What follows belongs to an exercise in optimizing a design on an open flow for small area; a production flow would make more cautious choices.
Where RTL was checked, it was by simulation tests only, not by an equivalence proof against the original.
For run 1, only the layout was checked, not whether the RTL still works.
In every run shown here, the design's own scripts or RTL, not TritonCTS, make the clock network.
The flow treats the clock pin as an ideal source. Dropping or thinning the clock tree relies on that and would not hold on a real chip.
Power and IR drop assume default switching activity.

==> flow/design.v <==
`timescale 1ns / 1ps
module stopwatch(
    input           clk,
    input   [1:0]   sw,      
    input           btnS,    
    input           btnR,    
    output  [7:0]   seg,     
    output  [3:0]   an       
    );
    wire rst = btnR;
    wire adj = sw[0];
    wire sel = sw[1];
    reg [7:0] c1;
    reg [6:0] c2;
    reg [1:0] c3;
    wire [16:0] inc = {c3, c2, c1} + 17'd1;
    wire t400 = &c1;
    wire t4   = t400 & (&c2);
    always @(posedge clk) begin
        if (rst) begin
            c1 <= 8'd5;
            c2 <= 7'd28;
            c3 <= 2'd0;
        end
        else begin
            c1 <= inc[7:0] | {5'b0, t400, t400, 1'b0};
            c2 <= inc[14:8] | {2'b0, t4, t4, t4, 2'b0};
            c3 <= inc[16:15];
        end
    end
    reg [2:0] hist;
    reg pause;
    always @(posedge clk) begin
        if (t400)
            hist[2] <= hist[1];
        if (rst) begin
            hist[1:0] <= 2'b00;
            pause <= 1'b0;
        end
        else if (t400) begin
            hist[1:0] <= {hist[0], btnS};
            if (hist == 3'b110)
                pause <= ~pause;
        end
    end
    reg [3:0] so, mo;
    reg [2:0] st, mt;
    reg ps, pm, bs, bm;
    reg mtp, bmp;    
    wire so9 = so == 4'd9;
    wire mo9 = mo == 4'd9;
    wire [3:0] so_n = ps ? (so9 ? 4'd0 : so + 4'd1) : so;
    wire [2:0] st_n = (ps & so9) ? {st[1:0], ~st[2]} : st;
    wire [3:0] mo_n = pm ? (mo9 ? 4'd0 : mo + 4'd1) : mo;
    wire hz1 = &c3;
    wire hz2 = c3[0];
    wire sec_en = adj ? (sel & hz2) : (~pause & hz1);
    wire min_en = adj ? (~sel & hz2) : (sec_en & so_n == 4'd9 & st_n[2] & ~st_n[1]);
    wire noshow = ~c3[0];
    always @(posedge clk) begin
        if (rst) begin
            so <= 4'd0; st <= 3'd0; mo <= 4'd0;
            ps <= 1'b0; pm <= 1'b0;
            bs <= 1'b1; bmp <= 1'b1;
        end
        else if (t4) begin
            so <= so_n; st <= st_n; mo <= mo_n;
            ps <= sec_en;
            pm <= min_en;
            bs <= adj & sel & noshow;
            bmp <= adj & ~sel & noshow;
        end
    end
    always @(posedge clk) begin
        if (rst) begin
            mt <= 3'd0;
            mtp <= 1'b0;
            bm <= 1'b1;
        end
        else if (t400) begin
            if (mtp)
                mt <= {mt[1:0], ~mt[2]};
            mtp <= t4 & pm & mo9;
            bm <= bmp;
        end
    end
    wire started = ~((c2 == 7'd28) & bs & bmp);
    wire [1:0] pos = c2[1:0] - 2'd1;
    wire [2:0] stb = {st[2] & ~st[0], st[1] & st[0], st[0] & ~st[1] | st[2] & st[0] | st[2] & ~st[1]};
    wire [2:0] mtb = {mt[2] & ~mt[0], mt[1] & mt[0], mt[0] & ~mt[1] | mt[2] & mt[0] | mt[2] & ~mt[1]};
    wire [3:0] code = (pos == 2'd0) ? (bs ? 4'hf : so) :
                      (pos == 2'd1) ? (bs ? 4'hf : {1'b0, stb}) :
                      (pos == 2'd2) ? (bm ? 4'hf : mo) :
                                      (bm ? 4'hf : {1'b0, mtb});
    assign an[0] = ~(started & pos == 2'd0);
    assign an[1] = ~(started & pos == 2'd1);
    assign an[2] = ~(started & pos == 2'd2);
    assign an[3] = ~(started & pos == 2'd3);
    wire [6:0] seg_l =          
        (code == 4'h0) ? ~7'b0111111 :
        (code == 4'h1) ? ~7'b0000110 :
        (code == 4'h2) ? ~7'b1011011 :
        (code == 4'h3) ? ~7'b1001111 :
        (code == 4'h4) ? ~7'b1100110 :
        (code == 4'h5) ? ~7'b1101101 :
        (code == 4'h6) ? ~7'b1111101 :
        (code == 4'h7) ? ~7'b0000111 :
        (code == 4'h8) ? ~7'b1111111 :
        (code == 4'h9) ? ~7'b1101111 :
                         ~7'b0000000;
    assign seg = {1'b1, seg_l};
endmodule
==> flow/flow/run.sh <==
#!/bin/bash
# Layout flow: the standard ORFS flow (standard.sh) with these changes.
#  1. Synthesis is the standard one, but ABC maps the logic with the
#     area-oriented script flow/abc_area.script (registers are mapped before
#     ABC runs, so they are the standard synthesis's, with the same names).
#  2. Port buffers are buf_1 (buffer_ports -buffer_cell).
#  3. Clock distribution: instead of clock_tree_synthesis, the clock port
#     drives four clkbuf_8 leaf buffers, one per region of the die
#     (flow/leafcts.tcl); the rest of the CTS step (timing repair, detailed
#     placement) is unchanged.
# The ORFS scripts are copied to scripts_area/ and only those two points are
# changed there. Each step's output goes to a log file in this folder.
set -euo pipefail
W=$(pwd)
rm -rf "$W/scripts_area"
cp -r "$FLOW_HOME/scripts" "$W/scripts_area"
cp "$W/flow/abc_area.script" "$W/scripts_area/abc_area.script"
sed -i "s|^log_cmd clock_tree_synthesis {\*}\$cts_args\$|source $W/flow/leafcts.tcl; my_cts|" "$W/scripts_area/cts.tcl"
grep -q "my_cts" "$W/scripts_area/cts.tcl"
export SCRIPTS_DIR="$W/scripts_area"
ABC_AREA=1 bash standard.sh synth > "$W/synth.log" 2>&1
export BUFFER_PORTS_ARGS="-buffer_cell sky130_fd_sc_hd__buf_1"
bash standard.sh > "$W/layout.log" 2>&1
==> flow/flow/abc_area.script <==
strash
&get -n
&deepsyn -T 30
&put
dch -f
amap
topo
==> flow/flow/leafcts.tcl <==
# Clock distribution: the clock port drives N leaf buffers directly, each
# feeding the flip-flops of one region of the die (regions split at the
# median x, then at the median y of each half).
proc my_leaf_cts { buf n } {
  set block [ord::get_db_block]
  set sinks {}
  foreach p [get_pins -hierarchical */CLK] {
    set inst [sta::sta_to_db_inst [get_cells -of_objects $p]]
    set bb [$inst getBBox]
    lappend sinks [list $p [expr {([$bb xMin] + [$bb xMax]) / 2}] [expr {([$bb yMin] + [$bb yMax]) / 2}]]
  }
  set groups [list $sinks]
  while { [llength $groups] < $n } {
    # split the largest group along its longer side
    set gi 0; set best -1
    for {set i 0} {$i < [llength $groups]} {incr i} {
      if { [llength [lindex $groups $i]] > $best } { set best [llength [lindex $groups $i]]; set gi $i }
    }
    set g [lindex $groups $gi]
    set xs [lmap s $g {lindex $s 1}]; set ys [lmap s $g {lindex $s 2}]
    set dx [expr {[tcl::mathfunc::max {*}$xs] - [tcl::mathfunc::min {*}$xs]}]
    set dy [expr {[tcl::mathfunc::max {*}$ys] - [tcl::mathfunc::min {*}$ys]}]
    set k [expr {$dx >= $dy ? 1 : 2}]
    set g [lsort -integer -index $k $g]
    set h [expr {[llength $g] / 2}]
    set groups [lreplace $groups $gi $gi [lrange $g 0 [expr {$h - 1}]] [lrange $g $h end]]
  }
  set i 0
  foreach g $groups {
    set pins [lmap s $g {lindex $s 0}]
    set cx 0; set cy 0
    foreach s $g { set cx [expr {$cx + [lindex $s 1]}]; set cy [expr {$cy + [lindex $s 2]}] }
    set cx [expr {$cx / [llength $g] / 1000.0}]; set cy [expr {$cy / [llength $g] / 1000.0}]
    insert_buffer -buffer_cell $buf -net clk -load_pins $pins -location [list $cx $cy] -buffer_name clkbuf_leaf_$i -net_name clk_leaf_$i
    incr i
  }
}

# Used in place of clock_tree_synthesis in cts.tcl (see run.sh).
proc my_cts { } {
  my_leaf_cts sky130_fd_sc_hd__clkbuf_8 4
  global_connect
  set_propagated_clock [all_clocks]
}
==> flow/standard.sh <==
#!/bin/bash
# synth_recipe.tcl (not shown) runs the flow's synth.tcl, then flattens the netlist and writes it again
# the make line also repeats each setting of config.mk as NAME=value (left out here)
make -C /OpenROAD-flow-scripts/flow DESIGN_CONFIG=/design/flow/config.mk WORK_HOME=/design/flow/orfs CLKGATE_MAP_FILE= SYNTH_SCRIPT=/design/flow/synth_recipe.tcl "${@:-finish}"
==> flow/config.mk <==
export PLATFORM = sky130hd
export DESIGN_NAME = stopwatch
export DESIGN_NICKNAME = stopwatch
export VERILOG_FILES = /design/flow/design.v
export SDC_FILE = /design/flow/constraint.sdc
export NUM_CORES = 4
export LEC_CHECK = 0
export CAP_MARGIN = 20
export CORE_MARGIN = 2
export CORE_UTILIZATION = 40
export SLEW_MARGIN = 20
==> flow/constraint.sdc <==
create_clock -name core_clock -period 10.0 [get_ports {clk}]
set_input_delay 2.0000 -clock core_clock [delete_from_list [all_inputs] [get_ports {clk}]]
set_output_delay 2.0000 -clock core_clock [all_outputs]
set_load 0.01 [all_outputs]
==> flow_metrics.py, run 1 <==
metrics = {
    "critical_path": {
        "end_kind": "output port",
        "cp-start-kind": "register",
        "required_ps": 8000,
        "r2r_start": "c1[0]",
        "crit_path_max_fanout": 8,
        "r2r_cells": 16,
        "reg2reg_slack_ps": 6640,
        "crit_chain": "clkinv_1 -> nand2_1 -> o22ai_1 -> a211oi_1 -> nand2_1 -> o221ai_1 -> nand2_1 -> o31ai_1 -> nor2b_1 -> buf_1",
        "arrival_ps": 2380,
        "path_common_cell": "nand2_1",
        "r2r-end": "mo[3]",
        "crit_type": "reg -> out",
        "critical-path-max-stage-delay_ps": 470,
        "slowest_stage": "a211oi_1",
    },
    "grt": {
        "grt_pass1_vias": 1443,
        "antenna_found_initial": 0,
        "grt_max_degree": 19,
        "grt_pass1_wl_um": 6403,
        "globalRouteOverflowTotal": 0,
        "grtUsageTotal_pct": 15.01,
    },
    "detailed_routing": {
        "drt_wl_total_um": 3687,
        "drc": 0,
        "wl_per_cell_um": 12.17,
        "vias_per_cell": 5.304,
        "dr.pass1.iters": 4,
        "drt-initial-drc-count": 47,
        "vias": 1607,
        "postRouteAntennaNets": 0,
    },
    "floorplan": {
        "die_x_um": 70.53,
        "initial_utilization_pct": 41.23,
        "pin_count": 17,
        "dieHeight_um": 70.53,
        "num_rows": 24,
        "dieArea_sq_um": 4974,
        "coreArea_sq_um": 4294,
    },
    "final_layout": {
        "area.growth.synth_to_final_pct": 9.965,
        "multiInputGateArea_sq_um": 789.5,
        "fin_util_pct": 45.34,
        "fin_nets": 259,
        "seq_area_sq_um": 830.8,
        "layout-drive-gt1-share_pct": 1.992,
        "insertedDiodeCount": 0,
        "fillerInstances": 448,
    },
    "min_path": {
        "whs_endpoint": "c1[0]",
        "hp-start": "c1[0]",
        "hold_path_depth": 1,
        "hold_path_class": "reg -> reg",
    },
    "yosys": {
        "ys_ff_latch": 41,
        "yosys_warnings": 1,
        "syn_area_sq_um": 1770,
        "synth_seq_area_share_pct": 46.93,
        "synth_nets": 238,
        "avgSynthCellArea_sq_um": 7.631,
        "synth.distinct_cells": 32,
        "netlist_instances": 232,
    },
    "timing": {
        "tightest_slew_ps": 565.5,
        "fin_skew_ps": 9.087,
        "grt_setup_unrepaired": "no",
        "slew_viol_final": 0,
        "max_slew_margin_pct": 62.07,
        "fin_setup_tns_ps": 0,
        "clock.fmax_ghz": 0.2281,
        "finalSetupViolCount": 0,
        "hold_violations": 0,
        "post-route-min-period_ps": 4384,
        "finalCritPeriodShare_pct": 43.84,
    },
    "flow_run": {
        "drv_cap": 0,
    },
    "clock_network": {
        "worstSkewPairLatency_ps": 140,
        "postCtsResizedCells": 0,
        "cts_setup_buffers": 0,
        "holdBufCountCts": 0,
        "clk_pin_slew_ps": 80,
    },
    "outcome": {
        "status": "no timing/DRC/antenna violations",
    },
    "power": {
        "power_density_nw_per_um2": 134.0,
        "p_leak_nw": 0.6762,
        "peakVddDrop_mv": 0.07853,
    },
    "placement": {
        "port_buffers": 15,
        "place_hpwl_um": 2785,
        "place.gp.congestion": 0.7847,
    },
}
==> cell usage after synthesis <==
master    number  area share (%)
buf_4          1            0.42
a22o_1         1            0.49
a32oi_1        1            0.49
and3_1         4             1.4
nand4_1        1            0.35
nor2b_1        2            0.71
nor2_1        36             7.6
ha_1           1            0.71
o21a_1         2            0.85
clkinv_1      38             8.1
a31oi_1        2            0.71
o41ai_1        1            0.49
nor4_1         1            0.35
a211oi_1       7             3.0
nand2_1       23             4.9
o32ai_1        2            0.99
o21ai_0       19             5.4
o22ai_1        9             3.2
o22a_1         1            0.49
dfxtp_1       40              45
o31ai_1        1            0.42
a22oi_1        1            0.42
o32a_1         1            0.57
nand3_1        6             1.7
edfxtp_1       1             1.7
o21bai_1       1            0.42
a311oi_1       1            0.49
nor3_1         8             2.3
a221oi_1       1            0.49
a21oi_1       16             4.5
o221ai_1       2            0.99
conb_1         1            0.21
==> how the worst max path moves through the flow <==
stage / end / cells after the start / slack, ps / from
floorplan: seg[0] / 11 / 5880 / c2[1]
finish: seg[0] / 10 / 5620 / c2[0]
detailed placement: seg[0] / 10 / 5770 / c2[0]
CTS: seg[0] / 10 / 5610 / c2[0]
global route: seg[0] / 12 / 5250 / c2[1]
global placement: seg[0] / 10 / 5830 / c2[0]
==> sequential cells by signal, summed over array words and instances, names as in the netlist <==
register,count
bm,1
c2,7
bs,1
c3,2
mt,3
pause,1
c1,8
hist,3
mo,4
pm,1
mtp,1
ps,1
bmp,1
st,3
so,4
==> cells by family after synthesis <==
group	share of synthesized area (%)
AO/OA/AOI/OAI	24.38
AND/OR/NAND/NOR	19.29
adder cells (fa/ha/maj)	0.7066
other	0.2118
flip-flops	46.93
buffers and inverters	8.481
==> per-layer routing <==
metal / part of all wire [%] / vias to the layer above / routed length [um] / track usage (%)
li1: - / 841 / - / -
met1: 49 / 746 / 1822 / 21.38
met2: 46 / 16 / 1709 / 25.79
met3: 3.2 / 4 / 119 / 1.852
met4: 0.98 / 0 / 36 / 1.048
met5: 0 / - / 0 / 0
==> cells in the final DEF (no fill, tap or decap) <==
cell type  count
nand2_1       23
nor2b_1        2
buf_1         15
nor4_1         1
nand4_1        1
nor3_1         8
o22ai_1        9
conb_1         1
a22oi_1        1
a211oi_1       7
clkbuf_8       4
a22o_1         1
a21oi_1       16
o31ai_1        1
ha_1           1
o32ai_1        2
a31oi_1        2
a32oi_1        1
nor2_1        36
o41ai_1        1
o32a_1         1
o21bai_1       1
o221ai_1       2
a311oi_1       1
clkinv_1      38
buf_4          1
and3_1         4
a221oi_1       1
o21a_1         2
edfxtp_1       1
o22a_1         1
dfxtp_1       40
nand3_1        6
o21ai_0       19
==> area by class of cell, clock buffers not listed <==
| class | count | share of cell area [%] |
|---|---|---|
| multi-input combinational | 152 | 40.55 |
| inverter | 38 | 7.326 |
| timing repair buffer | 16 | 3.278 |
| sequential | 41 | 42.67 |
| tap | 52 | 3.342 |
==> power breakdown <==
part           leakage [nW]  total (mW)  switching, mW  internal [mW]
Clock                0.0288      0.0781         0.0416         0.0365
Sequential            0.333       0.168        0.00183          0.166
Combinational         0.315      0.0150        0.00994        0.00509
Total                 0.676       0.261         0.0534          0.208
==> per-stage QoR <==
| step | instance area, sq um | hold WS, ps | instances | setup WS (ps) | total power, mW |
|---|---|---|---|---|---|
| after floorplan | 1770 | 375.6 | 232 | 5884 | 0.1815 |
| after global placement | 1892 | 387.7 | 299 | 5831 | 0.1865 |
| after detailed placement | 1892 | 395.7 | 299 | 5772 | 0.1867 |
| after CTS | 1947 | 411.5 | 303 | 5608 | 0.2629 |
| after global routing | 1947 | 420.8 | 303 | 5252 | 0.2698 |
| final | 1947 | 409.3 | 303 | 5616 | 0.2609 |
==> critical path, delay by kind of cell (launching register included) <==
family,cells,cell delay [ps]
compound gates,4,960
simple gates,4,540
flops,1,460
buf+inv,2,280
==> run 2, diff against run 1 <==
--- a/flow/design.v
+++ b/flow/design.v
@@ -28,47 +28,68 @@
             c3 <= inc[16:15];
         end
     end
-    reg [2:0] hist;
-    reg pause;
+    reg [2:0] hist_i;    
+    wire [2:0] hist = ~hist_i;
+    reg pause_i;    
+    wire pause = ~pause_i;
     always @(posedge clk) begin
         if (t400)
-            hist[2] <= hist[1];
+            hist_i[2] <= ~(hist[1]);
         if (rst) begin
-            hist[1:0] <= 2'b00;
-            pause <= 1'b0;
+            hist_i[1:0] <= ~(2'b00);
+            pause_i <= ~(1'b0);
         end
         else if (t400) begin
-            hist[1:0] <= {hist[0], btnS};
+            hist_i[1:0] <= ~({hist[0], btnS});
             if (hist == 3'b110)
-                pause <= ~pause;
+                pause_i <= ~(~pause);
         end
     end
-    reg [3:0] so, mo;
-    reg [2:0] st, mt;
-    reg ps, pm, bs, bm;
-    reg mtp, bmp;    
-    wire so9 = so == 4'd9;
-    wire mo9 = mo == 4'd9;
-    wire [3:0] so_n = ps ? (so9 ? 4'd0 : so + 4'd1) : so;
+    reg [3:0] so;
+    reg [3:0] mo;
+    reg [2:0] st;
+    reg [2:0] mt;
+    reg bm;
+    reg x;
+    reg y;
+    reg z;
+    wire ps  = x & ~z;
+    wire pm  = y & ~z;
+    wire bs  = x & z;
+    wire bmp = y & z;
+    reg mtp;    
+    wire so9 = so[3] & so[0];
+    wire mo9 = mo[3] & mo[0];
+    function [3:0] bcd_inc(input [3:0] d);
+        bcd_inc = {(d[3] & ~d[0]) | (d[2] & d[1] & d[0]),
+                   d[2] ^ (d[1] & d[0]),
+                   d[1] ^ (d[0] & ~d[3]),
+                   ~d[0]};
+    endfunction
+    wire [3:0] so_n = ps ? bcd_inc(so) : so;
     wire [2:0] st_n = (ps & so9) ? {st[1:0], ~st[2]} : st;
     wire [3:0] mo_n = pm ? (mo9 ? 4'd0 : mo + 4'd1) : mo;
     wire hz1 = &c3;
     wire hz2 = c3[0];
     wire sec_en = adj ? (sel & hz2) : (~pause & hz1);
-    wire min_en = adj ? (~sel & hz2) : (sec_en & so_n == 4'd9 & st_n[2] & ~st_n[1]);
+    wire min_en = adj ? (~sel & hz2) : (sec_en & so_n[3] & so_n[0] & st_n[2] & ~st_n[1]);
     wire noshow = ~c3[0];
     always @(posedge clk) begin
         if (rst) begin
-            so <= 4'd0; st <= 3'd0; mo <= 4'd0;
-            ps <= 1'b0; pm <= 1'b0;
-            bs <= 1'b1; bmp <= 1'b1;
+            so <= 4'd0;
+            st <= 3'd0;
+            mo <= 4'd0;
+            x <= 1'b1;
+            y <= 1'b1;
+            z <= 1'b1;
         end
         else if (t4) begin
-            so <= so_n; st <= st_n; mo <= mo_n;
-            ps <= sec_en;
-            pm <= min_en;
-            bs <= adj & sel & noshow;
-            bmp <= adj & ~sel & noshow;
+            so <= so_n;
+            st <= st_n;
+            mo <= mo_n;
+            x <= sec_en | (adj & sel & noshow);
+            y <= min_en | (adj & ~sel & noshow);
+            z <= noshow;
         end
     end
     always @(posedge clk) begin
@@ -84,7 +105,7 @@
             bm <= bmp;
         end
     end
-    wire started = ~((c2 == 7'd28) & bs & bmp);
+    wire started = ~(~c2[6] & ~c2[5] & ~c2[1] & ~c2[0] & x & y & z);
     wire [1:0] pos = c2[1:0] - 2'd1;
     wire [2:0] stb = {st[2] & ~st[0], st[1] & st[0], st[0] & ~st[1] | st[2] & st[0] | st[2] & ~st[1]};
     wire [2:0] mtb = {mt[2] & ~mt[0], mt[1] & mt[0], mt[0] & ~mt[1] | mt[2] & mt[0] | mt[2] & ~mt[1]};
==> flow_metrics.py, run 2 <==
metrics = {
    "yosys": {
        "synth_edf_count": 1,
        "synth-compound-area-share_pct": 23.04,
        "syn_area_sq_um": 1743,
        "synth_seq_area_share_pct": 46.52,
        "yosysMostFrequentCell": "dfxtp_1",
        "yosys.area.top_type": "dfxtp_1",
        "yosys_most_used_dff": "dfxtp_1",
        "avgSynthCellArea_sq_um": 7.611,
        "synthSimpleGateAreaFrac_pct": 20.60,
        "synthMuxAreaShare_pct": 0,
        "synth.distinct_cells": 28,
        "synth.area.top_cells": "dfxtp_1, nor2_1, clkinv_1, a21oi_1, o21ai_0",
        "synth_top_area_share_pct": 44.80,
        "ys_ff_latch": 40,
        "synthAdderAreaFrac_pct": 1.436,
        "synthArstFlopShare_pct": 0,
        "synth_xor_area_share_pct": 0,
        "netlist_instances": 229,
        "yosys_warnings": 1,
        "yosys-top-cells-count": "dfxtp_1, nor2_1, clkinv_1",
        "synth_top_family_by_area": "compound AO/OA/AOI/OAI gates",
        "synth_nets": 236,
    },
    "detailed_routing": {
        "vias_per_cell": 5.204,
        "vias": 1556,
        "dr.pass1.iters": 4,
        "drt_wl_total_um": 3590,
        "wl_per_cell_um": 12.01,
        "postRouteAntennaNets": 0,
        "drt-initial-drc-count": 74,
        "drc": 0,
    },
    "critical_path": {
        "slowest_stage": "dfxtp_1",
        "cp-start-kind": "register",
        "crit_path_max_fanout": 7,
        "crit_chain": "clkinv_1 -> or2_0 -> o21a_1 -> o22a_1 -> nor2_1 -> a21oi_1 -> o31ai_1 -> clkinv_1 -> o22ai_1 -> o21ai_0 -> nor2_1 -> nor2_1 -> buf_1",
        "crit_type": "reg -> out",
        "arrival_ps": 2670,
        "end_kind": "output port",
        "r2r-end": "mo[2]",
        "path_common_cell": "nor2_1",
        "critical-path-max-stage-delay_ps": 430,
        "critPathTopFamily": "compound AO/OA/AOI/OAI gates",
        "r2r_cells": 12,
        "r2r_start": "c1[0]",
        "reg2reg_slack_ps": 6330,
        "required_ps": 8000,
        "cp.buffers_inverters": 3,
    },
    "placement": {
        "place_hpwl_um": 2751,
        "place.gp.congestion": 0.8190,
        "place_ws_ps": 5497,
        "post-place-cells": 295,
        "port_buffers": 15,
    },
    "clock_network": {
        "worstSkewPairLatency_ps": 130,
        "holdBufCountCts": 0,
        "clk_pin_slew_ps": 70,
        "postCtsResizedCells": 0,
        "cts_setup_buffers": 0,
    },
    "timing": {
        "fin_skew_ps": 4.087,
        "slew_viol_final": 0,
        "holdWs_ps": 405.2,
        "grt_setup_unrepaired": "no",
        "finalCritPeriodShare_pct": 46.72,
        "timing.final.ws_setup_ps": 5328,
        "clock.fmax_ghz": 0.2140,
        "finalSetupViolCount": 0,
        "tightest_slew_ps": 851.1,
        "post-route-min-period_ps": 4672,
        "fin_setup_tns_ps": 0,
        "max_slew_margin_pct": 43.26,
        "hold_violations": 0,
    },
    "final_layout": {
        "insertedDiodeCount": 0,
        "regMostFlops": "c1",
        "fillerInstances": 467,
        "fin_nets": 256,
        "multiInputGateArea_sq_um": 789.5,
        "final_cell_mix": "dfxtp_1, nor2_1, clkinv_1",
        "fin_util_pct": 44.84,
        "seq_area_sq_um": 810.8,
        "reg_top3": "c1: 8 flops, c2: 7 flops",
        "layout.cells.non_filler": 299,
        "layout-drive-gt1-share_pct": 1.619,
        "final_common_cell": "dfxtp_1",
        "largest_register_ffs": 8,
        "area.growth.synth_to_final_pct": 9.691,
    },
    "grt": {
        "grt_pass1_vias": 1382,
        "grt_pass1_wl_um": 6023,
        "globalRouteOverflowTotal": 0,
        "grtUsageTotal_pct": 14.42,
        "antenna_found_initial": 0,
        "grt_max_degree": 18,
    },
    "min_path": {
        "hold_path_class": "reg -> reg",
        "hp-start": "c1[0]",
        "hold_path_depth": 1,
        "whs_endpoint": "c1[0]",
    },
    "floorplan": {
        "coreArea_sq_um": 4264,
        "pin_count": 17,
        "dieHeight_um": 70.01,
        "initial_utilization_pct": 40.87,
        "dieArea_sq_um": 4901,
        "die_x_um": 70.01,
        "num_rows": 24,
    },
    "power": {
        "p_leak_nw": 0.6669,
        "peakVddDrop_mv": 0.09897,
        "power_density_nw_per_um2": 132.4,
    },
    "flow_run": {
        "drv_cap": 0,
    },
    "outcome": {
        "status": "no timing/DRC/antenna violations",
    },
}
-- run 2: cell types whose count changed in the layout (fill, tap and decap cells not counted), sizes merged, moves of 3 or more --
cell	before	now
nand2	23	15
nor3	8	12
o22ai	9	13
a21oi	16	19
-- run 2: how the worst max path moves through the flow --
stage	start	endpoint	slack (ps)	cells past startpoint
6_report	c2[0]	seg[1]	5330	13
5_1_grt	c2[0]	seg[1]	5050	13
4_1_cts	c2[0]	seg[1]	5340	13
3_5_place_dp	c2[0]	seg[1]	5500	13
3_3_place_gp	c2[0]	seg[1]	5580	13
2_1_floorplan	c2[0]	seg[0]	5360	11
-- run 2: power breakdown --
part           leakage [nW]  internal, mW  switching (mW)
logic                 0.311       0.00427         0.00871
clock network        0.0288        0.0364          0.0401
registers             0.327         0.162         0.00162
-- run 2: layer usage --
layer	up-vias	share of wire [%]	track usage, %
met2	23	43	24.44
li1	835	-	-
met3	3	2.8	1.587
met4	0	0.70	0.8547
met5	-	0	0
met1	695	54	20.83
-- run 2: cell type report, clock buffers not listed --
type / count / area share [%]
Inverter: 36 / 7.068
Tap cell: 52 / 3.403
Multi-Input combinational cell: 152 / 41.30
Sequential cell: 40 / 42.41
Timing Repair Buffer: 15 / 2.945
-- run 2: metrics by stage --
step / power (mW) / instance area [sq um]
after floorplan: 0.1763 / 1743
after global placement: 0.1803 / 1857
after detailed placement: 0.1804 / 1857
after CTS: 0.2555 / 1912
after global routing: 0.2636 / 1912
final: 0.2531 / 1912
-- run 2: cell families (layout without fill, tap and decap cells) --
kind of cell	count (synthesis)	count (layout)
other	1	1
adders and majority gates	2	2
buffers and inverters	37	55
DFF	40	40
AOI/OAI and AO/OA	67	67
and+or+nand+nor	82	82
==> run 3, diff against run 2 <==
--- a/flow/design.v
+++ b/flow/design.v
@@ -10,22 +10,31 @@
     wire rst = btnR;
     wire adj = sw[0];
     wire sel = sw[1];
+    reg x;
+    reg y;
+    reg z;
+    wire ps  = x & ~z;
+    wire pm  = y & ~z;
+    wire bs  = x & z;
+    wire bmp = y & z;
     reg [7:0] c1;
     reg [6:0] c2;
-    reg [1:0] c3;
-    wire [16:0] inc = {c3, c2, c1} + 17'd1;
+    reg c3h;
+    wire c3l = z & ~(x & y);
+    wire [14:0] inc = {c2, c1} + 15'd1;
     wire t400 = &c1;
     wire t4   = t400 & (&c2);
     always @(posedge clk) begin
         if (rst) begin
             c1 <= 8'd5;
             c2 <= 7'd28;
-            c3 <= 2'd0;
+            c3h <= 1'b0;
         end
         else begin
             c1 <= inc[7:0] | {5'b0, t400, t400, 1'b0};
             c2 <= inc[14:8] | {2'b0, t4, t4, t4, 2'b0};
-            c3 <= inc[16:15];
+            if (t4 & c3l)
+                c3h <= ~c3h;
         end
     end
     reg [2:0] hist_i;    
@@ -50,13 +59,6 @@
     reg [2:0] st;
     reg [2:0] mt;
     reg bm;
-    reg x;
-    reg y;
-    reg z;
-    wire ps  = x & ~z;
-    wire pm  = y & ~z;
-    wire bs  = x & z;
-    wire bmp = y & z;
     reg mtp;    
     wire so9 = so[3] & so[0];
     wire mo9 = mo[3] & mo[0];
@@ -69,11 +71,11 @@
     wire [3:0] so_n = ps ? bcd_inc(so) : so;
     wire [2:0] st_n = (ps & so9) ? {st[1:0], ~st[2]} : st;
     wire [3:0] mo_n = pm ? (mo9 ? 4'd0 : mo + 4'd1) : mo;
-    wire hz1 = &c3;
-    wire hz2 = c3[0];
+    wire hz1 = c3h & c3l;
+    wire hz2 = c3l;
     wire sec_en = adj ? (sel & hz2) : (~pause & hz1);
     wire min_en = adj ? (~sel & hz2) : (sec_en & so_n[3] & so_n[0] & st_n[2] & ~st_n[1]);
-    wire noshow = ~c3[0];
+    wire noshow = ~c3l;
     always @(posedge clk) begin
         if (rst) begin
             so <= 4'd0;
==> flow_metrics.py, run 3 <==
metrics = {
    "outcome": {
        "status": "no timing/DRC/antenna violations",
    },
    "grt": {
        "grtUsageTotal_pct": 15.11,
        "grt_pass1_wl_um": 6279,
        "grt_max_degree": 17,
        "grt_pass1_vias": 1369,
        "use_met3_pct": 2.035,
        "busiest_layer": "met1",
        "antenna_found_initial": 0,
        "met1_usage_pct": 23.15,
        "met2_usage_pct": 22.86,
        "globalRouteOverflowTotal": 0,
    },
    "timing": {
        "hold_violations": 0,
        "finalSetupViolCount": 0,
        "max_slew_margin_pct": 47.54,
        "timing.final.ws_setup_ps": 5074,
        "clock.fmax_ghz": 0.2030,
        "post-route-min-period_ps": 4926,
        "tightest_slew_ps": 786.9,
        "finalCritPeriodShare_pct": 49.26,
        "fin_skew_ps": 8.335,
        "fin_setup_tns_ps": 0,
        "grt_setup_unrepaired": "no",
        "slew_viol_final": 0,
        "holdWs_ps": 404.1,
    },
    "floorplan": {
        "coreArea_sq_um": 4058,
        "initial_utilization_pct": 41.94,
        "pin_count": 17,
        "dieHeight_um": 69.23,
        "dieArea_sq_um": 4792,
        "num_rows": 23,
        "die_x_um": 69.23,
    },
    "critical_path": {
        "crit_chain": "clkinv_1 -> nor2_1 -> clkinv_1 -> o22a_1 -> o21ai_0 -> nand2b_1 -> nand2_1 -> o21ai_0 -> nor2b_1 -> or3_1 -> o21ai_0 -> buf_1",
        "crit_path_max_fanout": 6,
        "critical-path-max-stage-delay_ps": 430,
        "required_ps": 8000,
        "cp-start-kind": "register",
        "cp.buffers_inverters": 3,
        "path_common_cell": "o21ai_0",
        "arrival_ps": 2930,
        "critPathTopFamily": "simple AND/OR/NAND/NOR gates",
        "end_kind": "output port",
        "slowest_stage": "dfxtp_1",
        "reg2reg_slack_ps": 6780,
        "crit_type": "reg -> out",
    },
    "final_layout": {
        "insertedDiodeCount": 0,
        "largest_register_ffs": 8,
        "layout-drive-gt1-share_pct": 1.717,
        "final_cell_mix": "dfxtp_1, clkinv_1, nor2_1",
        "layout.cells.non_filler": 283,
        "fin_nets": 242,
        "final_common_cell": "dfxtp_1",
        "area.growth.synth_to_final_pct": 9.779,
        "reg_top3": "c1: 8 flops, c2: 7 flops",
        "regMostFlops": "c1",
        "fin_util_pct": 46.04,
    },
    "yosys": {
        "yosys-top-cells-count": "dfxtp_1, clkinv_1, nor2_1",
        "synth_nets": 222,
        "netlist_instances": 215,
        "yosys.area.top_type": "dfxtp_1",
        "synth_top_area_share_pct": 44.71,
        "synthArstFlopShare_pct": 0,
        "synth.distinct_cells": 34,
        "avgSynthCellArea_sq_um": 7.915,
        "yosys_most_used_dff": "dfxtp_1",
        "yosys_warnings": 1,
        "synth.area.top_cells": "dfxtp_1, clkinv_1, nor2_1, o21ai_0, a21oi_1",
        "synth_seq_area_share_pct": 46.47,
        "ys_ff_latch": 39,
        "synth_edf_count": 1,
        "syn_area_sq_um": 1702,
        "yosysMostFrequentCell": "dfxtp_1",
    },
    "clock_network": {
        "clk_pin_slew_ps": 70,
        "worstSkewPairLatency_ps": 130,
        "postCtsResizedCells": 0,
        "cts_setup_buffers": 0,
        "holdBufCountCts": 0,
    },
    "detailed_routing": {
        "vias": 1499,
        "postRouteAntennaNets": 0,
        "vias_per_cell": 5.297,
        "drt-initial-drc-count": 103,
        "dr.pass1.iters": 4,
        "drt_wl_total_um": 3629,
        "wl_per_cell_um": 12.82,
        "drc": 0,
    },
    "placement": {
        "place.gp.congestion": 0.8234,
        "place_hpwl_um": 2696,
        "post-place-cells": 279,
        "port_buffers": 15,
        "place_ws_ps": 5304,
    },
    "min_path": {
        "hold_path_class": "reg -> reg",
    },
    "power": {
        "peakVddDrop_mv": 0.04342,
        "p_leak_nw": 0.6477,
        "power_density_nw_per_um2": 130.4,
    },
    "flow_run": {
        "drv_cap": 0,
    },
}
run 3: per-stage QoR:
| stage | area, sq um | power (mW) |
|---|---|---|
| 6_report | 1868 | 0.2435 |
| 5_1_grt | 1868 | 0.2536 |
| 4_1_cts | 1868 | 0.2444 |
| 3_5_place_dp | 1813 | 0.1707 |
| 3_3_place_gp | 1813 | 0.1706 |
| 2_1_floorplan | 1702 | 0.1677 |
run 3: worst register-to-register path, cell delays in order, from the launching register on:
cell,delay [ps]
dfxtp_1,350
ha_1,190
clkinv_1,80
nor3_1,280
and3_1,260
nand3_1,220
nor3_1,320
nand2_1,120
clkinv_1,70
and3_1,210
nand3_1,170
nor2_1,310
nand2_1,120
a2111oi_0,400
run 3: final timing paths:
kind,end,from,cells after the start
hold / removal,c1[0],c1[0],1
hold reg to reg,c1[0],c1[0],1
setup / recovery,seg[1],c2[0],12
setup reg to reg,mo[2],c1[0],13
run 3: logic make-up (layout without fill, tap and decap cells):
kind of cell,after synthesis,in the layout,synth area share (%)
other,1,1,0.2204
buffers and inverters,31,49,7.059
and+or+nand+nor,76,76,20.15
DFF,39,39,46.47
AOI/OAI and AO/OA,66,66,24.63
adders and majority gates,2,2,1.470
run 3: layout make-up, clock buffers not listed:
type | instances | area, sq um
tap | 50 | 62.56
multi-input combinational | 145 | 790.8
sequential | 39 | 790.8
fill | 421 | 2190
timing repair buffer | 15 | 56.30
inverter | 30 | 112.6
run 3: power breakdown:
part | leakage, nW | switching [mW] | internal [mW]
Clock | 0.0288 | 0.0400 | 0.0364
Sequential | 0.319 | 0.00102 | 0.158
Combinational | 0.300 | 0.00577 | 0.00268
run 3: routing by layer:
metal	up-vias	part of all wire, %
li1	794	-
met1	671	52
met2	28	41
met3	6	4.9
met4	0	1.6
met5	-	0
==> run 4, diff against run 3 <==
--- a/flow/flow/run.sh
+++ b/flow/flow/run.sh
@@ -5,7 +5,7 @@
 #     ABC runs, so they are the standard synthesis's, with the same names).
 #  2. Port buffers are buf_1 (buffer_ports -buffer_cell).
 #  3. Clock distribution: instead of clock_tree_synthesis, the clock port
-#     drives four clkbuf_8 leaf buffers, one per region of the die
+#     drives three buf_6 leaf buffers, one per strip of the die
 #     (flow/leafcts.tcl); the rest of the CTS step (timing repair, detailed
 #     placement) is unchanged.
 # The ORFS scripts are copied to scripts_area/ and only those two points are
==> flow/flow/leafcts.tcl (replaced) <==
# Clock distribution: the clock port drives n leaf buffers directly, each
# feeding the flip-flops of one strip of the die: the flip-flops are sorted
# along the longer side of their bounding box and cut into n groups of equal
# size; each buffer sits at the centroid of its group.
proc my_leaf_cts { buf n } {
  set block [ord::get_db_block]
  set sinks {}
  foreach p [get_pins -hierarchical */CLK] {
    set inst [sta::sta_to_db_inst [get_cells -of_objects $p]]
    set bb [$inst getBBox]
    lappend sinks [list $p [expr {([$bb xMin] + [$bb xMax]) / 2}] [expr {([$bb yMin] + [$bb yMax]) / 2}]]
  }
  # cut the sinks into n strips of equal count along the longer side
  set xs [lmap s $sinks {lindex $s 1}]; set ys [lmap s $sinks {lindex $s 2}]
  set dx [expr {[tcl::mathfunc::max {*}$xs] - [tcl::mathfunc::min {*}$xs]}]
  set dy [expr {[tcl::mathfunc::max {*}$ys] - [tcl::mathfunc::min {*}$ys]}]
  set k [expr {$dx >= $dy ? 1 : 2}]
  set sorted [lsort -integer -index $k $sinks]
  set groups {}
  set m [llength $sorted]
  for {set j 0} {$j < $n} {incr j} {
    lappend groups [lrange $sorted [expr {$j * $m / $n}] [expr {($j + 1) * $m / $n - 1}]]
  }
  set i 0
  foreach g $groups {
    set pins [lmap s $g {lindex $s 0}]
    set cx 0; set cy 0
    foreach s $g { set cx [expr {$cx + [lindex $s 1]}]; set cy [expr {$cy + [lindex $s 2]}] }
    set cx [expr {$cx / [llength $g] / 1000.0}]; set cy [expr {$cy / [llength $g] / 1000.0}]
    insert_buffer -buffer_cell $buf -net clk -load_pins $pins -location [list $cx $cy] -buffer_name clkbuf_leaf_$i -net_name clk_leaf_$i
    incr i
  }
}

# Used in place of clock_tree_synthesis in cts.tcl (see run.sh).
proc my_cts { } {
  my_leaf_cts sky130_fd_sc_hd__buf_6 3
  global_connect
  set_propagated_clock [all_clocks]
}
==> flow_metrics.py, run 4 <==
metrics = {
    "clock_network": {
        "holdBufCountCts": 0,
        "cts_setup_buffers": 0,
        "postCtsResizedCells": 0,
        "clk_pin_slew_ps": 90,
        "worstSkewPairLatency_ps": 120,
    },
    "final_layout": {
        "area.growth.synth_to_final_pct": 8.529,
        "fillerInstances": 423,
        "seq_area_sq_um": 790.8,
        "final_cell_area_sq_um": 1847,
        "fin_nets": 241,
        "final_cell_mix": "dfxtp_1, clkinv_1, nor2_1",
        "largest_register_ffs": 8,
        "multiInputGateArea_sq_um": 790.8,
        "layout-drive-gt1-share_pct": 1.293,
        "insertedDiodeCount": 0,
        "final_common_cell": "dfxtp_1",
        "regMostFlops": "c1",
        "reg_top3": "c1: 8 flops, c2: 7 flops",
    },
    "yosys": {
        "synth_nets": 222,
        "yosys_most_used_dff": "dfxtp_1",
        "yosys.area.top_type": "dfxtp_1",
        "synth_seq_area_share_pct": 46.47,
        "avgSynthCellArea_sq_um": 7.915,
        "synth.area.top_cells": "dfxtp_1, clkinv_1, nor2_1, o21ai_0, a21oi_1",
        "syn_area_sq_um": 1702,
        "synth.distinct_cells": 34,
        "netlist_instances": 215,
        "yosys_warnings": 1,
        "yosysMostFrequentCell": "dfxtp_1",
        "synthArstFlopShare_pct": 0,
        "synth_edf_count": 1,
        "yosys-top-cells-count": "dfxtp_1, clkinv_1, nor2_1",
        "ys_ff_latch": 39,
        "synth_top_area_share_pct": 44.71,
    },
    "floorplan": {
        "dieArea_sq_um": 4792,
        "coreArea_sq_um": 4058,
        "pin_count": 17,
        "num_rows": 23,
        "initial_utilization_pct": 41.94,
        "die_x_um": 69.23,
        "dieHeight_um": 69.23,
    },
    "timing": {
        "grt_setup_unrepaired": "no",
        "hold_violations": 0,
        "timing.final.ws_setup_ps": 5120,
        "post-route-min-period_ps": 4880,
        "clock.fmax_ghz": 0.2049,
        "finalCritPeriodShare_pct": 48.80,
        "fin_skew_ps": 1.815,
        "tightest_slew_ps": 794.3,
        "holdWs_ps": 409.3,
        "max_slew_margin_pct": 47.05,
        "fin_setup_tns_ps": 0,
        "slew_viol_final": 0,
        "finalSetupViolCount": 0,
    },
    "power": {
        "p_leak_nw": 0.6371,
        "p_comb_share_pct": 3.7,
        "internal-power_mw": 0.1845,
        "p_switching_mw": 0.04489,
        "peakVddDrop_mv": 0.04865,
        "p_seq_share_pct": 69.2,
        "p_clk_share_pct": 27.1,
        "swShare_pct": 19.57,
        "power_density_nw_per_um2": 124.2,
    },
    "flow_run": {
        "drv_cap": 0,
    },
    "grt": {
        "globalRouteOverflowTotal": 0,
        "met1_usage_pct": 23.43,
        "antenna_found_initial": 0,
        "grt_pass1_vias": 1350,
        "grt_pass1_wl_um": 6196,
        "grt_max_degree": 17,
        "busiest_layer": "met1",
        "met2_usage_pct": 22.54,
        "grtUsageTotal_pct": 14.86,
        "use_met3_pct": 1.308,
    },
    "critical_path": {
        "critPathTopFamily": "simple AND/OR/NAND/NOR gates",
        "crit_path_max_fanout": 6,
        "cp-start-kind": "register",
        "crit_type": "reg -> out",
        "critical-path-max-stage-delay_ps": 430,
        "cp.buffers_inverters": 3,
        "arrival_ps": 2880,
        "slowest_stage": "dfxtp_1",
        "required_ps": 8000,
        "crit_chain": "clkinv_1 -> nor2_1 -> clkinv_1 -> o22a_1 -> o21ai_0 -> nand2b_1 -> nand2_1 -> o21ai_0 -> nor2b_1 -> or3_1 -> o21ai_0 -> buf_1",
        "end_kind": "output port",
        "path_common_cell": "o21ai_0",
    },
    "detailed_routing": {
        "drt_wl_total_um": 3583,
        "vias_per_cell": 5.355,
        "drt-initial-drc-count": 94,
        "vias": 1510,
        "drc": 0,
        "wl_per_cell_um": 12.71,
        "dr.pass1.iters": 4,
        "postRouteAntennaNets": 0,
    },
    "placement": {
        "place_ws_ps": 5304,
        "place_hpwl_um": 2696,
        "port_buffers": 15,
        "place_area_sq_um": 1813,
        "place.gp.congestion": 0.8234,
    },
    "outcome": {
        "status": "no timing/DRC/antenna violations",
    },
    "min_path": {
        "hold_path_class": "reg -> reg",
    },
}
run 4: cell counts after synthesis:
No cell type changed its count.
run 4: power groups by stage:
| stage | clock, mW | sequential (mW) | combinational [mW] |
|---|---|---|---|
| 6_report | 0.0622 | 0.159 | 0.00840 |
| 5_1_grt | 0.0714 | 0.159 | 0.00977 |
| 4_1_cts | 0.0640 | 0.159 | 0.00845 |
| 3_5_place_dp | 0 | 0.162 | 0.00843 |
| 3_3_place_gp | 0 | 0.162 | 0.00831 |
| 2_1_floorplan | 0 | 0.162 | 0.00564 |
run 4: path summary, 6_finish.rpt:
path         start      to  slack [ps]  cells after the start
min reg2reg  c1[0]   c1[0]         410                      1
max reg2reg  c1[0]   mo[2]        6760                     13
min          c1[0]   c1[0]         410                      1
max          c2[0]  seg[1]        5120                     12
run 4: cells by family (layout without fill, tap and decap cells):
kind of cell / Yosys count / in the layout / share of synthesized area, %
adder cells (fa/ha/maj): 2 / 2 / 1.470
other: 1 / 1 / 0.2204
flip-flops: 39 / 39 / 46.47
AO/OA/AOI/OAI: 66 / 66 / 24.63
buffers and inverters: 31 / 48 / 7.059
AND/OR/NAND/NOR: 76 / 76 / 20.15
run 4: per-layer routing:
layer  share of wire (%)  vias to the layer above  wire length (um)
met3                 3.9                        5               139
met5                   0                        -                 0
li1                    -                      794                 -
met4                 1.8                        0                64
met2                  41                       27              1484
met1                  53                      684              1895
run 4: worst register-to-register path: cells and delay by family (launching register included):
family                   cells  cell delay, ps
AND/OR/NAND/NOR              9            2030
AO/OA/AOI/OAI                1             410
buffers and inverters        2             150
flip-flops                   1             360
adder cells (fa/ha/maj)      1             190
run 4: area by class of cell, clock buffers not listed:
| class | count | area share, % |
|---|---|---|
| Inverter | 30 | 6.098 |
| Multi-Input combinational cell | 145 | 42.82 |
| Sequential cell | 39 | 42.82 |
| Tap cell | 50 | 3.388 |
| Timing Repair Buffer | 15 | 3.049 |
run 4: per-stage QoR:
stage	std cells	power [mW]	utilization, %
global route	282	0.2401	45.51
finish	282	0.2294	45.51
detailed placement	279	0.1707	44.68
floorplan	215	0.1677	-
global placement	279	0.1706	44.68
CTS	282	0.2312	45.51
==> run 5, diff against run 4 <==
==> flow/flow/abc_area.script (replaced) <==
strash
&get -n
&deepsyn -T 30
&put
dch -f
amap -A 20 -F 4 -C 2000
mfs3 -aez -H 6
mfs3 -ae -H 6
mfs3 -aer -H 6
topo
==> flow_metrics.py, run 5 <==
metrics = {
    "outcome": {
        "status": "no timing/DRC/antenna violations",
    },
    "timing": {
        "post-route-min-period_ps": 4646,
        "hold_violations": 0,
        "clock.fmax_ghz": 0.2152,
        "holdWs_ps": 412.8,
        "fin_skew_ps": 3.641,
        "tightest_slew_ps": 572.4,
        "finalSetupViolCount": 0,
        "fin_setup_tns_ps": 0,
        "max_slew_margin_pct": 61.84,
        "grt_setup_unrepaired": "no",
        "finalCritPeriodShare_pct": 46.46,
        "slew_viol_final": 0,
    },
    "final_layout": {
        "fin_util_pct": 45.43,
        "reg_top3": "c1: 8 flops, c2: 7 flops",
        "final_common_cell": "dfxtp_1",
        "area.growth.synth_to_final_pct": 9.098,
        "layout-drive-gt1-share_pct": 1.754,
        "insertedDiodeCount": 0,
        "fin_nets": 237,
        "regMostFlops": "c1",
        "largest_register_ffs": 8,
        "final_cell_mix": "dfxtp_1, nor2_1, clkinv_1",
    },
    "yosys": {
        "ys_ff_latch": 39,
        "yosys_warnings": 1,
        "yosys-top-cells-count": "dfxtp_1, nor2_1, clkinv_1",
        "yosysMostFrequentCell": "dfxtp_1",
        "synth_edf_count": 1,
        "yosys.area.top_type": "dfxtp_1",
        "synth.distinct_cells": 32,
        "synth.area.top_cells": "dfxtp_1, nor2_1, o21ai_0, a21oi_1, clkinv_1",
        "netlist_instances": 210,
        "synth_seq_area_share_pct": 47.13,
        "avgSynthCellArea_sq_um": 7.990,
        "yosys_most_used_dff": "dfxtp_1",
        "synth_top_area_share_pct": 45.34,
        "syn_area_sq_um": 1678,
        "synth_nets": 217,
        "synthArstFlopShare_pct": 0,
    },
    "grt": {
        "grt_pass1_wl_um": 5671,
        "grt_pass1_vias": 1352,
        "grt_max_degree": 19,
        "antenna_found_initial": 0,
        "globalRouteOverflowTotal": 0,
        "grtUsageTotal_pct": 15.18,
    },
    "clock_network": {
        "holdBufCountCts": 0,
        "cts_setup_buffers": 0,
        "clk_pin_slew_ps": 90,
        "worstSkewPairLatency_ps": 120,
        "postCtsResizedCells": 0,
    },
    "detailed_routing": {
        "drt-initial-drc-count": 69,
        "postRouteAntennaNets": 0,
        "dr.pass1.iters": 4,
        "drt_wl_total_um": 3372,
        "vias": 1447,
        "vias_per_cell": 5.205,
        "wl_per_cell_um": 12.13,
        "drc": 0,
    },
    "min_path": {
        "hold_path_depth": 1,
        "hold_path_class": "reg -> reg",
        "whs_endpoint": "c1[0]",
        "hp-start": "c1[0]",
    },
    "floorplan": {
        "num_rows": 23,
        "pin_count": 17,
        "dieArea_sq_um": 4729,
        "dieHeight_um": 68.77,
        "die_x_um": 68.77,
        "coreArea_sq_um": 4029,
        "initial_utilization_pct": 41.65,
    },
    "power": {
        "p_leak_nw": 0.6624,
        "power_density_nw_per_um2": 126.3,
        "peakVddDrop_mv": 0.07540,
        "power_mw": 0.2313,
    },
    "critical_path": {
        "cp.buffers_inverters": 3,
        "r2r_start": "c1[0]",
        "cp-start-kind": "register",
        "crit_type": "reg -> out",
        "critical-path-max-stage-delay_ps": 380,
        "r2r-end": "st[0]",
        "path_common_cell": "o21bai_1",
        "reg2reg_slack_ps": 6720,
        "arrival_ps": 2650,
        "r2r_cells": 17,
        "required_ps": 8000,
        "slowest_stage": "dfxtp_1",
        "end_kind": "output port",
        "critPathTopFamily": "compound AO/OA/AOI/OAI gates",
        "crit_chain": "clkinv_1 -> nor2_1 -> clkinv_1 -> o22a_1 -> o221ai_1 -> nor2b_1 -> nor2_1 -> a21oi_1 -> o21bai_1 -> o21bai_1 -> o21bai_1 -> buf_1",
        "crit_path_max_fanout": 6,
    },
    "placement": {
        "port_buffers": 15,
        "place.gp.congestion": 0.8608,
        "place_hpwl_um": 2601,
    },
    "flow_run": {
        "drv_cap": 0,
    },
}
run 5: cell families after synthesis:
kind of cell    count (synthesis)  synth area share [%]
simple gates                   73                 19.17
compound gates                 68                 24.83
flops                          39                 47.13
buf+inv                        24                 5.593
xor+xnor                        3                 1.566
fa+ha+maj                       2                 1.491
other cells                     1                0.2235
run 5: power by group:
| group | switching, mW | internal [mW] |
|---|---|---|
| clock | 0.0393 | 0.0241 |
| sequential | 0.00120 | 0.158 |
| combinational | 0.00577 | 0.00324 |
run 5: metrics by stage:
| step | std cells | cell area [sq um] | worst slack (ps) |
|---|---|---|---|
| 3_5_place_dp | 275 | 1797 | 5500 |
| 3_3_place_gp | 275 | 1797 | 5601 |
| 5_1_grt | 278 | 1831 | 4992 |
| 2_1_floorplan | 210 | 1678 | 5610 |
| 4_1_cts | 278 | 1831 | 5338 |
| 6_report | 278 | 1831 | 5354 |
run 5: worst register-to-register path, stage by stage (launching register included):
cell      delay (ps)
dfxtp_1          370
ha_1             180
clkinv_1          80
nor3_1           260
and3_1           250
nand3_1          250
nor2_1           200
and2_0           170
nand2_1           70
xor2_1           160
and3_1           270
nand3_1          150
nor2_1           180
nand2_1          140
nor2_1           120
nand2_1          110
nand2_1          130
o22ai_1           90
run 5: worst max path at each step:
stage / start / slack [ps] / cells past startpoint / endpoint
after floorplan: c2[0] / 5610 / 11 / seg[1]
after global placement: c2[0] / 5600 / 12 / seg[1]
after detailed placement: c2[0] / 5500 / 12 / seg[1]
after CTS: c2[0] / 5340 / 12 / seg[1]
after global routing: c2[0] / 4990 / 12 / seg[1]
final: c2[0] / 5350 / 12 / seg[1]
run 5: metal layers:
metal  track usage [%]  wire length, um  vias to the layer above
met5                 0                0                        -
met4             2.696               75                        0
met3            0.8117              122                        5
met2             27.04             1406                       22
met1             20.48             1768                      638
li1                  -                -                      782
run 5: final cells by class, clock buffers not listed:
cell class / instances / area [sq um]
multi-input cells: 147 / 793.3
well taps: 50 / 62.56
inverters: 23 / 86.33
fillers: 432 / 2198
flip-flops and latches: 39 / 790.8
repair buffers: 16 / 63.81
==> run 6, diff against run 5 <==
--- a/flow/design.v
+++ b/flow/design.v
@@ -21,18 +21,19 @@
     reg [6:0] c2;
     reg c3h;
     wire c3l = z & ~(x & y);
-    wire [14:0] inc = {c2, c1} + 15'd1;
-    wire t400 = &c1;
+    wire t400 = c1 == 8'h28;
     wire t4   = t400 & (&c2);
+    wire fb = c1[7] ^ c1[4] ^ c1[2] ^ c1[0];
+    wire [6:0] c2_inc = c2 + {6'd0, t400};
     always @(posedge clk) begin
         if (rst) begin
-            c1 <= 8'd5;
+            c1 <= 8'h08;
             c2 <= 7'd28;
             c3h <= 1'b0;
         end
         else begin
-            c1 <= inc[7:0] | {5'b0, t400, t400, 1'b0};
-            c2 <= inc[14:8] | {2'b0, t4, t4, t4, 2'b0};
+            c1 <= {c1[6], c1[5] & ~t400, c1[4:0], fb};
+            c2 <= c2_inc | {2'b0, t4, t4, t4, 2'b0};
             if (t4 & c3l)
                 c3h <= ~c3h;
         end
==> flow_metrics.py, run 6 <==
metrics = {
    "final_layout": {
        "fillerInstances": 409,
        "fin_nets": 232,
        "final_common_cell": "dfxtp_1",
        "insertedDiodeCount": 0,
        "final_cell_mix": "dfxtp_1, clkinv_1, nor2_1",
        "seq_area_sq_um": 790.8,
        "largest_register_ffs": 8,
        "reg_top3": "c1: 8 flops, c2: 7 flops",
        "area.growth.synth_to_final_pct": 8.722,
        "multiInputGateArea_sq_um": 764.5,
        "layout-drive-gt1-share_pct": 1.351,
        "regMostFlops": "c1",
    },
    "critical_path": {
        "crit_path_start": "c2[1]",
        "crit_path_max_fanout": 8,
        "r2r_start": "c1[6]",
        "crit_type": "reg -> out",
        "arrival_ps": 2550,
        "required_ps": 8000,
        "cp-start-kind": "register",
        "r2r_cells": 9,
        "end_kind": "output port",
    },
    "power": {
        "p_comb_share_pct": 3.9,
        "swShare_pct": 20.52,
        "power_mw": 0.2328,
        "peakVddDrop_mv": 0.06878,
        "internal-power_mw": 0.1850,
        "p_seq_share_pct": 68.4,
        "p_clk_share_pct": 27.7,
        "power_density_nw_per_um2": 128.7,
        "p_switching_mw": 0.04777,
        "p_leak_nw": 0.6256,
    },
    "placement": {
        "port_buffers": 15,
        "place.gp.congestion": 0.7954,
        "place_hpwl_um": 2603,
    },
    "clock_network": {
        "holdBufCountCts": 0,
        "clk_pin_slew_ps": 90,
        "postCtsResizedCells": 0,
        "cts_setup_buffers": 0,
        "worstSkewPairLatency_ps": 120,
    },
    "detailed_routing": {
        "drc": 0,
        "wl_per_cell_um": 12.40,
        "drt_wl_total_um": 3374,
        "drt-initial-drc-count": 64,
        "vias_per_cell": 5.224,
        "vias": 1421,
        "dr.pass1.iters": 4,
        "postRouteAntennaNets": 0,
    },
    "yosys": {
        "synthArstFlopShare_pct": 0,
        "avgSynthCellArea_sq_um": 8.118,
        "synth_top_area_share_pct": 45.71,
        "synth.distinct_cells": 34,
        "synth_nets": 213,
        "synth.area.top_cells": "dfxtp_1, clkinv_1, nor2_1, a21oi_1, o21ai_0",
        "synth_seq_area_share_pct": 47.52,
        "syn_area_sq_um": 1664,
        "yosys_most_used_dff": "dfxtp_1",
        "yosys_warnings": 1,
        "yosysMostFrequentCell": "dfxtp_1",
        "yosys.area.top_type": "dfxtp_1",
        "netlist_instances": 205,
        "synth_edf_count": 1,
        "yosys-top-cells-count": "dfxtp_1, clkinv_1, nor2_1",
        "ys_ff_latch": 39,
    },
    "timing": {
        "max_slew_margin_pct": 44.92,
        "post-route-min-period_ps": 4546,
        "finalSetupViolCount": 0,
        "fin_skew_ps": 5.936,
        "grt_setup_unrepaired": "no",
        "hold_violations": 0,
        "fin_setup_tns_ps": 0,
        "finalCritPeriodShare_pct": 45.46,
        "slew_viol_final": 0,
        "clock.fmax_ghz": 0.2200,
        "tightest_slew_ps": 826.2,
    },
    "floorplan": {
        "die_x_um": 68.50,
        "num_rows": 23,
        "dieArea_sq_um": 4692,
        "pin_count": 17,
        "dieHeight_um": 68.50,
        "coreArea_sq_um": 4000,
        "initial_utilization_pct": 41.60,
    },
    "min_path": {
        "hp-start": "c1[1]",
        "hold_path_depth": 2,
        "hold_path_class": "reg -> reg",
    },
    "grt": {
        "grt_pass1_vias": 1295,
        "grtUsageTotal_pct": 15.91,
        "globalRouteOverflowTotal": 0,
        "grt_max_degree": 20,
        "antenna_found_initial": 0,
        "grt_pass1_wl_um": 5906,
    },
    "outcome": {
        "status": "no timing/DRC/antenna violations",
    },
    "flow_run": {
        "drv_cap": 0,
    },
}
-- run 6: final timing paths --
check | endpoint | slack [ps]
setup / recovery | seg[0] | 5450
hold / removal | c1[2] | 430
hold reg to reg | c1[2] | 430
setup reg to reg | mo[1] | 6810
-- run 6: area by class of cell, clock buffers not listed --
| class | count | share of cell area, % |
|---|---|---|
| inverters | 27 | 5.602 |
| flip-flops and latches | 39 | 43.71 |
| repair buffers | 15 | 3.112 |
| multi-input cells | 138 | 42.25 |
| well taps | 50 | 3.458 |
-- run 6: critical path: stages (launching register included) --
cell and delay (ps):
dfxtp_1 450, nor2b_1 250, clkinv_1 130, a21oi_1 130, a21oi_1 60, o22ai_1 320, nand2_1 170, o31a_1 140
o21ai_0 220, a21oi_1 100, nor2_1 150, o21a_1 140, buf_1 150
-- run 6: cells by family (layout without fill, tap and decap cells) --
group / Yosys count / in the layout / synth area share (%)
simple gates: 68 / 68 / 18.72
compound gates: 63 / 63 / 23.16
flops: 39 / 39 / 47.52
buf+inv: 28 / 45 / 6.542
fa+ha+maj: 3 / 3 / 2.256
xor+xnor: 3 / 3 / 1.579
other cells: 1 / 1 / 0.2253
-- run 6: power by group through the flow --
stage               sequential (mW)  clock [mW]  combinational (mW)
floorplan                     0.162           0             0.00624
global placement              0.163           0             0.00929
detailed placement            0.163           0             0.00928
CTS                           0.159      0.0665             0.00929
global route                  0.159      0.0724              0.0108
finish                        0.159      0.0645             0.00911
-- run 6: metal layers --
| layer | vias to the layer above | GRT usage (%) | share of wire, % |
|---|---|---|---|
| li1 | 753 | - | - |
| met2 | 12 | 25.96 | 46 |
| met4 | 0 | 2.250 | 1.2 |
| met5 | - | 0 | 0 |
| met3 | 3 | 1.623 | 2.4 |
| met1 | 653 | 23.19 | 50 |
-- run 6: per-stage QoR --
stage,instance area (sq um),hold WS (ps),setup WS (ps),utilization [%],cells
floorplan,1664,400.9,5610,-,205
global placement,1775,418.5,5738,44.39,269
detailed placement,1775,415.6,5629,44.39,269
CTS,1809,429.1,5455,45.23,272
global route,1809,466.6,5113,45.23,272
finish,1809,425.1,5454,45.23,272
==> run 7, diff against run 6 <==
--- a/flow/design.v
+++ b/flow/design.v
@@ -38,21 +38,19 @@
                 c3h <= ~c3h;
         end
     end
-    reg [2:0] hist_i;    
-    wire [2:0] hist = ~hist_i;
-    reg pause_i;    
-    wire pause = ~pause_i;
+    reg [2:0] hist;
+    reg pause;
     always @(posedge clk) begin
         if (t400)
-            hist_i[2] <= ~(hist[1]);
+            hist[2] <= hist[1];
         if (rst) begin
-            hist_i[1:0] <= ~(2'b00);
-            pause_i <= ~(1'b0);
+            hist[1:0] <= 2'b00;
+            pause <= 1'b0;
         end
         else if (t400) begin
-            hist_i[1:0] <= ~({hist[0], btnS});
+            hist[1:0] <= {hist[0], btnS};
             if (hist == 3'b110)
-                pause_i <= ~(~pause);
+                pause <= ~pause;
         end
     end
     reg [3:0] so;
--- a/flow/flow/run.sh
+++ b/flow/flow/run.sh
@@ -1,8 +1,10 @@
 #!/bin/bash
 # Layout flow: the standard ORFS flow (standard.sh) with these changes.
-#  1. Synthesis is the standard one, but ABC maps the logic with the
-#     area-oriented script flow/abc_area.script (registers are mapped before
-#     ABC runs, so they are the standard synthesis's, with the same names).
+#  1. Synthesis is the standard one, except that Yosys does not extract
+#     half/full adders into adder cells (ADDER_MAP_FILE empty), and ABC maps
+#     the logic with the area-oriented script flow/abc_area.script.
+#     Registers are mapped before ABC runs, so they are the standard
+#     synthesis's, with the same names and cell types.
 #  2. Port buffers are buf_1 (buffer_ports -buffer_cell).
 #  3. Clock distribution: instead of clock_tree_synthesis, the clock port
 #     drives three buf_6 leaf buffers, one per strip of the die
@@ -18,6 +20,6 @@
 sed -i "s|^log_cmd clock_tree_synthesis {\*}\$cts_args\$|source $W/flow/leafcts.tcl; my_cts|" "$W/scripts_area/cts.tcl"
 grep -q "my_cts" "$W/scripts_area/cts.tcl"
 export SCRIPTS_DIR="$W/scripts_area"
-ABC_AREA=1 bash standard.sh synth > "$W/synth.log" 2>&1
+ADDER_MAP_FILE= ABC_AREA=1 bash standard.sh synth > "$W/synth.log" 2>&1
 export BUFFER_PORTS_ARGS="-buffer_cell sky130_fd_sc_hd__buf_1"
 bash standard.sh > "$W/layout.log" 2>&1
--- a/flow/config.mk
+++ b/flow/config.mk
@@ -5,7 +5,7 @@
 export SDC_FILE = /design/flow/constraint.sdc
 export NUM_CORES = 4
 export LEC_CHECK = 0
-export CAP_MARGIN = 20
+export CAP_MARGIN = 0
 export CORE_MARGIN = 2
 export CORE_UTILIZATION = 40
-export SLEW_MARGIN = 20
+export SLEW_MARGIN = 0
==> flow_metrics.py, run 7 <==
metrics = {
    "outcome": {
        "status": "no timing/DRC/antenna violations",
    },
    "critical_path": {
        "crit_type": "reg -> out",
        "crit_path_max_fanout": 4,
        "r2r_cells": 14,
        "r2r_start": "c1[0]",
        "arrival_ps": 2240,
        "end_kind": "output port",
        "r2r-end": "st[1]",
        "reg2reg_slack_ps": 6710,
        "required_ps": 8000,
        "cp-start-kind": "register",
    },
    "timing": {
        "finalSetupViolCount": 0,
        "post-route-min-period_ps": 4236,
        "tightest_slew_ps": 559.3,
        "finalCritPeriodShare_pct": 42.36,
        "hold_violations": 0,
        "fin_skew_ps": 6.748,
        "fin_setup_tns_ps": 0,
        "grt_setup_unrepaired": "no",
        "clock.fmax_ghz": 0.2361,
        "max_slew_margin_pct": 62.37,
        "slew_viol_final": 0,
        "timing.final.ws_setup_ps": 5764,
    },
    "placement": {
        "place.gp.congestion": 0.7882,
        "post-place-cells": 271,
        "place_ws_ps": 5926,
        "port_buffers": 15,
        "place_hpwl_um": 2422,
    },
    "detailed_routing": {
        "dr.pass1.iters": 4,
        "drt_wl_total_um": 3133,
        "vias": 1386,
        "drt-initial-drc-count": 118,
        "postRouteAntennaNets": 0,
        "drc": 0,
        "vias_per_cell": 5.058,
        "wl_per_cell_um": 11.43,
    },
    "clock_network": {
        "worstSkewPairLatency_ps": 120,
        "clk_pin_slew_ps": 90,
        "cts_setup_buffers": 0,
        "holdBufCountCts": 0,
        "postCtsResizedCells": 0,
    },
    "yosys": {
        "yosys-top-cells-count": "clkinv_1, dfxtp_1, nor2_1",
        "yosysMostFrequentCell": "clkinv_1",
        "synthMuxAreaShare_pct": 0,
        "syn_area_sq_um": 1608,
        "netlist_instances": 206,
        "synth-compound-area-share_pct": 23.97,
        "synth_seq_area_share_pct": 49.18,
        "synth.distinct_cells": 32,
        "ys_ff_latch": 39,
        "avgSynthCellArea_sq_um": 7.805,
        "synth_top_area_share_pct": 47.32,
        "synth.area.top_cells": "dfxtp_1, clkinv_1, nor2_1, o21ai_0, a21oi_1",
        "synth_edf_count": 1,
        "yosys.area.top_type": "dfxtp_1",
        "synthSimpleGateAreaFrac_pct": 16.50,
        "yosys_warnings": 1,
        "synthAdderAreaFrac_pct": 0,
        "synthArstFlopShare_pct": 0,
        "synth_nets": 211,
        "synth_xor_area_share_pct": 0.5447,
        "synth_top_family_by_area": "compound AO/OA/AOI/OAI gates",
        "yosys_most_used_dff": "dfxtp_1",
    },
    "final_layout": {
        "reg_top3": "c1: 8 flops, c2: 7 flops",
        "layout-drive-gt1-share_pct": 1.786,
        "regMostFlops": "c1",
        "fin_util_pct": 44.65,
        "layout.cells.non_filler": 274,
        "fin_nets": 231,
        "final_common_cell": "clkinv_1",
        "largest_register_ffs": 8,
        "insertedDiodeCount": 0,
        "final_cell_mix": "clkinv_1, dfxtp_1, nor2_1",
        "area.growth.synth_to_final_pct": 9.494,
    },
    "floorplan": {
        "dieHeight_um": 67.40,
        "initial_utilization_pct": 40.78,
        "die_x_um": 67.40,
        "coreArea_sq_um": 3943,
        "pin_count": 17,
        "num_rows": 23,
        "dieArea_sq_um": 4543,
    },
    "flow_run": {
        "drv_cap": 0,
    },
    "grt": {
        "antenna_found_initial": 0,
        "grtUsageTotal_pct": 14.54,
        "grt_max_degree": 17,
        "globalRouteOverflowTotal": 0,
        "grt_pass1_wl_um": 5223,
        "grt_pass1_vias": 1206,
    },
    "min_path": {
        "whs_endpoint": "c1[2]",
        "hp-start": "c1[1]",
        "hold_path_class": "reg -> reg",
        "hold_path_depth": 2,
    },
    "power": {
        "peakVddDrop_mv": 0.07935,
        "p_leak_nw": 0.5974,
        "power_density_nw_per_um2": 131.7,
        "power_mw": 0.2318,
    },
}
==> run 7: cell count changes in the layout (fill, tap and decap cells not counted), moves of 2 or more <==
cell / previous run / this run
a21oi_1: 19 / 17
a221oi_1: 2 / 0
clkinv_1: 27 / 39
ha_1: 3 / 0
nor2b_1: 9 / 2
nor4_1: 3 / 1
o21ai_0: 17 / 20
o22ai_1: 10 / 12
==> run 7: cells by family (layout without fill, tap and decap cells) <==
| family | after synthesis | in the layout |
|---|---|---|
| buffers and inverters | 40 | 58 |
| AO/OA/AOI/OAI | 64 | 64 |
| other | 1 | 1 |
| AND/OR/NAND/NOR | 61 | 61 |
| flip-flops | 39 | 39 |
| XOR/XNOR | 1 | 1 |
==> run 7: how the worst max path moves through the flow <==
stage               startpoint      to  slack (ps)  cells past startpoint
floorplan                c2[1]  seg[2]        5930                     11
global placement         c2[1]  seg[2]        5900                     12
detailed placement       c2[1]  seg[2]        5930                     13
CTS                      c2[1]  seg[2]        5760                     13
global route             c2[1]  seg[2]        5350                     13
finish                   c2[1]  seg[2]        5760                     13
==> run 7: layout make-up, clock buffers not listed <==
type,count,area [sq um]
Timing Repair Buffer,16,63.81
Sequential cell,39,790.8
Multi-Input combinational cell,127,663.1
Tap cell,50,62.56
Inverter,39,146.4
Fill cell,399,2182
==> run 7: layer usage <==
metal,global-route usage (%),vias to the layer above,part of all wire (%)
met4,1.531,0,1.2
met1,20.35,627,51
met3,1.167,3,3.0
met5,0,-,0
met2,25.25,13,44
li1,-,743,-
==> run 7: where the power goes <==
group | switching (mW) | internal [mW]
sequential | 0.00102 | 0.158
combinational | 0.00655 | 0.00292
clock | 0.0394 | 0.0241
total | 0.0469 | 0.185
==> run 7: stage by stage <==
step	area [sq um]	hold WS [ps]
after global routing	1760	441.8
after detailed placement	1727	411.1
after floorplan	1608	397.8
after CTS	1760	423.9
final	1760	419.7
after global placement	1727	410.7
==> run 7: critical path, stage by stage (launching register included) <==
cell      delay [ps]
dfxtp_1          360
clkinv_1         100
nor2_1           140
clkinv_1         150
a21oi_1          140
a21oi_1           60
o22a_1           250
nor2_1           150
clkinv_1          90
nand2_1          100
o211ai_1         100
o21ai_0          230
o21ai_0          100
buf_1            140

==> port drivers added, routing unchanged <==
No port has a modelled driver above. Below, the same layouts with a new extraction and two added sets of constraints.
Step 1 (the two cells are an assumption about what drives the block):
set clk [get_ports {clk}]
set_driving_cell -lib_cell sky130_fd_sc_hd__clkbuf_16 $clk
set_driving_cell -lib_cell sky130_fd_sc_hd__buf_2 [delete_from_list [all_inputs] $clk]
Step 2, shift: input delay + t, output delay - t, t = (earliest + latest rising clock arrival at the registers) / 2. This alone moves slack from input paths to output paths.
Slacks: no drivers / after step 1 / after step 2; pairs: no drivers / after step 1.
run | shift t [ns] | slack for setup (ns) | slew at the worst register clock pin (ns)
run 1 | 0.186 | 5.616 / 5.562 / 5.748 | 0.08 / 0.08
run 2 | 0.184 | 5.328 / 5.275 / 5.459 | 0.07 / 0.07
run 3 | 0.182 | 5.074 / 5.022 / 5.204 | 0.07 / 0.07
run 4 | 0.165 | 5.120 / 5.072 / 5.237 | 0.09 / 0.09
run 5 | 0.163 | 5.354 / 5.310 / 5.473 | 0.09 / 0.09
run 6 | 0.163 | 5.454 / 5.411 / 5.574 | 0.09 / 0.09
run 7 | 0.163 | 5.764 / 5.720 / 5.882 | 0.09 / 0.09
After both steps setup and hold are still met in every run listed.
